Context: an optimization exercise on an open-source flow, tuned for small area, a short achievable clock period and few clock cycles. The choices shown serve that exercise and are no tape-out recipe.
At most, simulation tests tie the RTL to the original design; equivalence was not proved.
The flow treats the clock pin as an ideal source. Dropping or thinning the clock tree relies on that and would not hold on a real chip.
Power and IR drop assume default switching activity.

## run P
Design qr_decode, start of the top module:
module qr_decode(
    input clk,
    input srstn,
    input qr_decode_start,
    input sram_rdata,
    output [11:0] sram_raddr,
    output reg decode_valid,
    output reg [7:0] decode_jis8_code,
    output reg qr_decode_finish
  );
  reg [4:0] r, c;       
  reg R1, R2;           
  reg [2:0] m;          
  reg [2:0] b;          
  reg [4:0] nb;         
  reg hdr;              
  assign sram_raddr = {1'b0, r, 1'b0, c};
  wire fmt = ~c[4] & ~c[3];
  wire up = c[1];
  wire at_top = c[4] ? (~r[4] & ~r[2] & ~r[1]) : ~(r[4] | r[3] | r[2] | r[1] | r[0]);   
  wire at_bot = r[4] & r[3];                                                           
  wire turn = c[0] & (up ? at_top : at_bot);
  wire sk6 = ~r[4] & ~r[3] & r[2] & r[0] & ~(r[1] ^ up);                  
  wire al_up = c[4] & ~c[2] & up & r[4] & ~r[3] & r[2] & ~r[1] & r[0];     
  wire al_dn = c[4] & ~c[2] & ~up & ~r[4] & r[3] & r[2] & r[1] & r[0];    
  wire al = al_up | al_dn;
  wire x = sk6 | al;
  wire [3:0] d = r[3:0] ^ {4{up}};
  wire t1 = d[0], t2 = d[1] & d[0], t3 = d[2] & t2, t4 = d[3] & t3;      
  wire [4:0] rt = {t4 | al, t3 | al, t2 & ~x, t1 | x, ~x};                
  wire rowmove = ~fmt & c[0] & ~turn;
  wire [4:0] frow = {{3{fmt & c[2]}}, 1'b0, fmt & c[2]};                   
  wire [4:0] nr = r ^ (rowmove ? rt : frow);
  wire alc = ~c[4] & c[3] & c[2] & c[1] & c[0] & r[4] & ~r[3] & ~(r[2] & r[1]) & (r[2] | r[1] | r[0]);
  wire hold = c[0] & (turn | alc);
  wire [3:1] e = c[3:1] ^ {3{~c[0]}};
  wire [4:0] tc = {e[3] & e[2] & e[1], e[2] & e[1], e[1], 1'b1, 1'b1};   
  wire [4:0] tf = c[2] ? 5'b10011 : c[0] ? 5'b00111 : {4'b0, qr_decode_start};
  wire [4:0] tcol = fmt ? tf : hold ? {4'b0, ~alc} : tc;
  wire [4:0] nc = c ^ tcol;
  wire R0 = ~R1 & ~R2;
  wire rdn = up ^ sk6;
  wire nR1 = fmt ? 1'b0 : (rowmove & ~al) ? (rdn ? R2 : R0) : R1;
  wire nR2 = fmt ? 1'b0 : (rowmove & ~al) ? (rdn ? R0 : R1) : R2;
  wire C0 = (~c[0] & ~c[1] & c[3]) | (~c[0] & c[1] & ~c[2]) | (c[0] & c[1] & c[2] & ~c[4]) | (c[0] & ~c[1] & c[2] & ~c[3]);
  wire C1 = (c[0] & ~c[1] & c[3]) | (~c[0] & c[1] & c[2] & c[4]) | (c[0] & c[1] & ~c[2] & c[4]) | (~c[0] & ~c[1] & ~c[2] & ~c[3]);
  wire C2 = ~C0 & ~C1;
  ...
Size in the first run: roughly 210 cells after synthesis, about 34 flip-flops, roughly 1600 µm² of cells after synthesis.
==> flow/config.mk <==
export PLATFORM = sky130hd
export DESIGN_NAME = qr_decode
export DESIGN_NICKNAME = qr_decode
export VERILOG_FILES = /design/flow/design.v
export SDC_FILE = /design/flow/constraint.sdc
export NUM_CORES = 4
export LEC_CHECK = 0
export CAP_MARGIN = 20
export CORE_MARGIN = 2
export CORE_UTILIZATION = 40
export SLEW_MARGIN = 20
==> flow/constraint.sdc <==
create_clock -name core_clock -period 9.0 [get_ports {clk}]
set_input_delay 1.8000 -clock core_clock [delete_from_list [all_inputs] [get_ports {clk}]]
set_output_delay 1.8000 -clock core_clock [all_outputs]
set_load 0.01 [all_outputs]
standard.sh (not shown) runs the stock make flow with config.mk's settings and CLKGATE_MAP_FILE= SYNTH_SCRIPT=/design/flow/synth_recipe.tcl, a recipe that flattens the netlist after the stock synthesis.
==> flow/flow/run.sh <==
#!/bin/bash
# ORFS layout of the design with three changes to how it is made (the
# constraints are unchanged):
#  - synthesis maps the logic with an area-oriented ABC script and without
#    half/full-adder extraction (registers are mapped exactly as before);
#  - ports are buffered with buf_2 instead of the slow delay buffer;
#  - timing repair aims for more setup slack than the clock period needs.
set -euo pipefail
rm -rf myscripts
cp -r "$FLOW_HOME/scripts" myscripts
printf 'strash\ndch -f\namap\ntopo\n' > myscripts/abc_speed.script
export SCRIPTS_DIR="$PWD/myscripts"
export ADDER_MAP_FILE=
export BUFFER_PORTS_ARGS="-buffer_cell sky130_fd_sc_hd__buf_2"
export SETUP_SLACK_MARGIN=6.25
bash standard.sh > standard.log 2>&1
The final layout from run P, which completed every stage, passed the timing, design-rule and antenna checks at the end of the flow.
## Diff of input files: run A against run P
diff --git a/flow/flow/run.sh b/flow/flow/run.sh
--- a/flow/flow/run.sh
+++ b/flow/flow/run.sh
@@ -15 +15 @@
-export SETUP_SLACK_MARGIN=6.25
+export SETUP_SLACK_MARGIN=6.3
Notes after the runs:
- Clock network area share, run P and run A, lower one = run A.
- Run A vs run P — number of buffers and inverters on the critical path rose 1.
- Total power of run A is lower than that of run P.
- Re data arrival time of the critical path: run A is 1.88 ns up on run P.
- Run A vs. run P: slack of the critical path down 0.055 ns; clock network power down 35%; sequential group share of total power up 1.5 points.
- Area added between synthesis and finish: run A lower than run P
- The lower routed wire length of run P and run A is in run P.
- There was hardly any difference in area of all placed cells without fillers between run P and run A.
- The number of buffers added for setup after CTS in run A sits 3 above the value recorded for run P.
No functional check of the RTL was part of any run of this note.

The RTL this note starts from:
==> flow/design.v <==
module qr_decode(
    input clk,
    input srstn,
    input qr_decode_start,
    input sram_rdata,
    output [11:0] sram_raddr,
    output reg decode_valid,
    output reg [7:0] decode_jis8_code,
    output reg qr_decode_finish
  );
  reg [4:0] r, c;       
  reg R1, R2;           
  reg [2:0] m;          
  reg [2:0] b;          
  reg [4:0] nb;         
  reg hdr;              
  assign sram_raddr = {1'b0, r, 1'b0, c};
  wire fmt = ~c[4] & ~c[3];
  wire up = c[1];
  wire at_top = c[4] ? (~r[4] & ~r[2] & ~r[1]) : ~(r[4] | r[3] | r[2] | r[1] | r[0]);   
  wire at_bot = r[4] & r[3];                                                           
  wire turn = c[0] & (up ? at_top : at_bot);
  wire sk6 = ~r[4] & ~r[3] & r[2] & r[0] & ~(r[1] ^ up);                  
  wire al_up = c[4] & ~c[2] & up & r[4] & ~r[1] & r[0];                   
  wire al_dn = c[4] & ~c[2] & ~up & ~r[4] & r[2] & r[1] & r[0];           
  wire al = al_up | al_dn;
  wire x = sk6 | al;
  wire [3:0] d = r[3:0] ^ {4{up}};
  wire t1 = d[0], t2 = d[1] & d[0], t3 = d[2] & t2, t4 = d[3] & t3;      
  wire [4:0] rt = {t4 | al, t3 | al, t2 & ~x, t1 | x, ~x};                
  wire rowmove = ~fmt & c[0] & ~turn;
  wire [4:0] frow = {{3{fmt & c[2]}}, 1'b0, fmt & c[2]};                   
  wire [4:0] nr = r ^ (rowmove ? rt : frow);
  wire alc = ~c[4] & c[2] & c[1] & r[4] & ~r[3] & ~(r[2] & r[1]) & (r[2] | r[1] | r[0]);
  wire hold = c[0] & (turn | alc);
  wire [3:1] e = c[3:1] ^ {3{~c[0]}};
  wire [4:0] tc = {e[3] & e[2] & e[1], e[2] & e[1], e[1], 1'b1, 1'b1};   
  wire [4:0] tf = c[2] ? 5'b10011 : c[0] ? 5'b00111 : {4'b0, qr_decode_start};
  wire [4:0] tcol = fmt ? tf : hold ? {4'b0, ~alc} : tc;
  wire [4:0] nc = c ^ tcol;
  wire R0 = ~R1 & ~R2;
  wire rdn = up ^ sk6;
  wire nR1 = fmt ? 1'b0 : (rowmove & ~al) ? (rdn ? R2 : R0) : R1;
  wire nR2 = fmt ? 1'b0 : (rowmove & ~al) ? (rdn ? R0 : R1) : R2;
  wire C0 = (~c[0] & ~c[1] & c[3]) | (~c[0] & c[1] & ~c[2]) | (c[0] & c[1] & c[2] & ~c[4]) | (c[0] & ~c[1] & c[2] & ~c[3]);
  wire C1 = (c[0] & ~c[1] & c[3]) | (~c[0] & c[1] & c[2] & c[4]) | (c[0] & c[1] & ~c[2] & c[4]) | (~c[0] & ~c[1] & ~c[2] & ~c[3]);
  wire C2 = ~C0 & ~C1;
  wire C3o = (c[1] & c[2] & ~c[3]) | (~c[1] & ~c[2] & ~c[3]) | (c[0] & c[1] & c[3]) | (c[0] & ~c[1] & ~c[3]);   
  wire a = r[0] & c[0];
  wire s = r[0] ^ c[0];
  wire q0 = R0 | C0;
  wire q1 = (R1 & C1) | (R2 & C2);
  wire z3 = (R0 & C0) | (R1 & C2) | (R2 & C1);
  reg mk;
  always @* begin
    case (m ^ 3'b101)
      3'd0: mk = ~s;
      3'd1: mk = ~r[0];
      3'd2: mk = C0;
      3'd3: mk = z3;
      3'd4: mk = ~(r[1] ^ C3o);
      3'd5: mk = ~a & q0;
      3'd6: mk = ~(a ^ q1);
      default: mk = ~(s ^ q1);
    endcase
  end
  wire bit_in = sram_rdata ^ mk;
  wire last_bit = (b == 3'd7);
  always @(posedge clk) begin
    if (~srstn) begin
      r <= 5'd8;
      c <= 5'd2;
      hdr <= 1'b1;
      decode_valid <= 1'b0;
      qr_decode_finish <= 1'b0;
    end else begin
      r <= nr;
      c <= nc;
      if (~fmt && b == 3'd0) hdr <= 1'b0;    
      decode_valid <= ~hdr & last_bit;
      qr_decode_finish <= ~hdr & ((last_bit & (nb == 5'd1)) | (nb == 5'd0));
    end
    R1 <= nR1;
    R2 <= nR2;
    if (fmt) m <= {m[1:0], sram_rdata};
    b <= fmt ? 3'd3 : b + 3'd1;           
    if (hdr) nb <= decode_jis8_code[4:0];   
    else if (last_bit) nb <= nb - 5'd1;
    decode_jis8_code <= {decode_jis8_code[6:0], bit_in};
  end
endmodule
Settings: LEC_CHECK=0, CAP_MARGIN=20, CORE_MARGIN=2, CORE_UTILIZATION=45, SLEW_MARGIN=20; clock period 9.0 ns.
==> flow/flow/run.sh <==
#!/bin/bash
# ORFS layout of the design with these changes to how it is made (the
# constraints are unchanged):
#  - synthesis maps the logic with an area-oriented ABC script (deepsyn,
#    then amap) and without half/full-adder extraction; the registers are
#    mapped exactly as in the standard synthesis;
#  - ports are buffered with buf_2 instead of the slow delay buffer;
#  - the clock tree is one clkbuf_16 at the registers' centroid
#    (flow/one_buf_cts.tcl) in place of the two-level tree;
#  - timing repair aims for more setup slack than the clock period needs.
set -euo pipefail
rm -rf myscripts
cp -r "$FLOW_HOME/scripts" myscripts
printf 'strash\n&get -n\n&deepsyn -T 30\n&put\ndch -f\namap\ntopo\n' > myscripts/abc_speed.script
python3 - "$PWD/flow/one_buf_cts.tcl" <<'PY'
import sys
p = 'myscripts/cts.tcl'
s = open(p).read()
old = 'log_cmd clock_tree_synthesis {*}$cts_args'
assert old in s
s = s.replace(old, 'source ' + sys.argv[1])
open(p, 'w').write(s)
PY
export SCRIPTS_DIR="$PWD/myscripts"
export ADDER_MAP_FILE=
export BUFFER_PORTS_ARGS="-buffer_cell sky130_fd_sc_hd__buf_2"
export SETUP_SLACK_MARGIN=6.4

bash standard.sh > standard.log 2>&1
==> flow/flow/one_buf_cts.tcl <==
# Clock tree of a single buffer: the design has a few dozen flip-flops close
# together, so one clkbuf_16 at their centroid drives every clock pin.
set block [ord::get_db_block]
set sx 0.0
set sy 0.0
set n 0
foreach inst [$block getInsts] {
  set master [$inst getMaster]
  if {[$master isSequential]} {
    set bb [$inst getBBox]
    set sx [expr {$sx + ([$bb xMin] + [$bb xMax]) / 2.0}]
    set sy [expr {$sy + ([$bb yMin] + [$bb yMax]) / 2.0}]
    incr n
  }
}
set dbu [$block getDbUnitsPerMicron]
set cx [expr {$sx / $n / $dbu}]
set cy [expr {$sy / $n / $dbu}]
puts "one_buf_cts: $n registers, clock buffer at $cx $cy"
log_cmd insert_buffer -buffer_cell sky130_fd_sc_hd__clkbuf_16 -net clk \
  -location [list $cx $cy] -buffer_name clkbuf_root -net_name clknet_root
Testbench counts at the start, summed over its fixed seeds: cycles 15,800.
==> next run, changes <==
==> flow/flow/run.sh (replaced) <==
#!/bin/bash
# ORFS layout of the design with three changes to how it is made (the
# constraints are unchanged):
#  - synthesis maps the logic with an area-oriented ABC script and without
#    half/full-adder extraction (registers are mapped exactly as before);
#  - ports are buffered with buf_2 instead of the slow delay buffer;
#  - timing repair aims for more setup slack than the clock period needs.
set -euo pipefail
rm -rf myscripts
cp -r "$FLOW_HOME/scripts" myscripts
printf 'strash\ndch -f\namap\ntopo\n' > myscripts/abc_speed.script
export SCRIPTS_DIR="$PWD/myscripts"
export ADDER_MAP_FILE=
export BUFFER_PORTS_ARGS="-buffer_cell sky130_fd_sc_hd__buf_2"
export SETUP_SLACK_MARGIN=6.3
bash standard.sh > standard.log 2>&1
Settings changed: CORE_UTILIZATION 45 to 50.
removed: flow/flow/one_buf_cts.tcl
- synthesized cell count is higher by about 2.5%
- via count is higher by 15%
- clock power is higher by 140%
- setup slack is worse by 130 ps
- sequential share of layout area is lower by 4.7 points
==> next run, changes <==
==> flow/flow/run.sh (replaced) <==
#!/bin/bash
# ORFS layout of the design with these changes to how it is made (the
# constraints are unchanged):
#  - synthesis maps the logic with an area-oriented ABC script (deepsyn,
#    then amap) and without half/full-adder extraction; the registers are
#    mapped exactly as in the standard synthesis;
#  - ports are buffered with buf_2 instead of the slow delay buffer;
#  - the clock tree is one clkbuf_16 at the registers' centroid
#    (flow/one_buf_cts.tcl) in place of the two-level tree;
#  - timing repair aims for more setup slack than the clock period needs.
set -euo pipefail
rm -rf myscripts
cp -r "$FLOW_HOME/scripts" myscripts
printf 'strash\n&get -n\n&deepsyn -T 30\n&put\ndch -f\namap\ntopo\n' > myscripts/abc_speed.script
python3 - "$PWD/flow/one_buf_cts.tcl" <<'PY'
import sys
p = 'myscripts/cts.tcl'
s = open(p).read()
old = 'log_cmd clock_tree_synthesis {*}$cts_args'
assert old in s
s = s.replace(old, 'source ' + sys.argv[1])
open(p, 'w').write(s)
PY
export SCRIPTS_DIR="$PWD/myscripts"
export ADDER_MAP_FILE=
export BUFFER_PORTS_ARGS="-buffer_cell sky130_fd_sc_hd__buf_2"
export SETUP_SLACK_MARGIN=6.4

bash standard.sh > standard.log 2>&1
Settings changed: CORE_UTILIZATION 50 to 45.
=> The changed run did not get past clock tree synthesis (4_1_cts). Synthesized area shrinks by 4.7%. Synthesized cell count shrinks by 2.5%.
==> next run, changes <==
--- a/flow/flow/run.sh
+++ b/flow/flow/run.sh
@@ -28 +28 @@
-
+export SETUP_SLACK_MARGIN=6.3
==> flow/flow/one_buf_cts.tcl (new file) <==
# Clock tree of a single buffer: the design has a few dozen flip-flops close
# together, so one clkbuf_16 at their centroid drives every clock pin.
set block [ord::get_db_block]
set sx 0.0
set sy 0.0
set n 0
foreach inst [$block getInsts] {
  set master [$inst getMaster]
  if {[$master isSequential]} {
    set bb [$inst getBBox]
    set sx [expr {$sx + ([$bb xMin] + [$bb xMax]) / 2.0}]
    set sy [expr {$sy + ([$bb yMin] + [$bb yMax]) / 2.0}]
    incr n
  }
}
set dbu [$block getDbUnitsPerMicron]
set cx [expr {$sx / $n / $dbu}]
set cy [expr {$sy / $n / $dbu}]
puts "one_buf_cts: $n registers, clock buffer at $cx $cy"
log_cmd insert_buffer -buffer_cell sky130_fd_sc_hd__clkbuf_16 -net clk \
  -location [list $cx $cy] -buffer_name clkbuf_root -net_name clknet_root
Now the flow produced a clean layout.
Synthesized area is unchanged.
Synthesized cell count does not change.
In the first and fourth runs of this note the design's own scripts or RTL, not TritonCTS, make the clock network.

-- re-timing with driven ports --
Ports are ideal in the flow. The routed layouts listed here were re-timed in OpenROAD.
Step 1, drivers: a clkbuf_16 drives clk and a buf_2 each remaining input, both assumed.
Step 2 also shifts input and output timing later by t, the mid clock arrival at the registers, as if the neighbouring blocks saw the same clock.
a / b / c = no drivers / after step 1 / after step 2; a / b = the first two.
run	t, ns	setup slack, ns	worst setup path after step 2
run P	0.309	6.263 / 6.238 / 6.127	input to register
run A	0.311	6.208 / 6.208 / 6.124	input to register
the first run of note 2	0.205	6.441 / 6.411 / 6.299	input to register
the second run of note 2	0.356	6.310 / 6.289 / 6.182	input to register
the fourth run of note 2	0.203	6.406 / 6.376 / 6.295	input to register
After both steps every run listed still meets setup and hold. The setup slack of the first run of note 2, which loses most, moves by -0.030 ns with the drivers and by -0.142 ns with both steps.
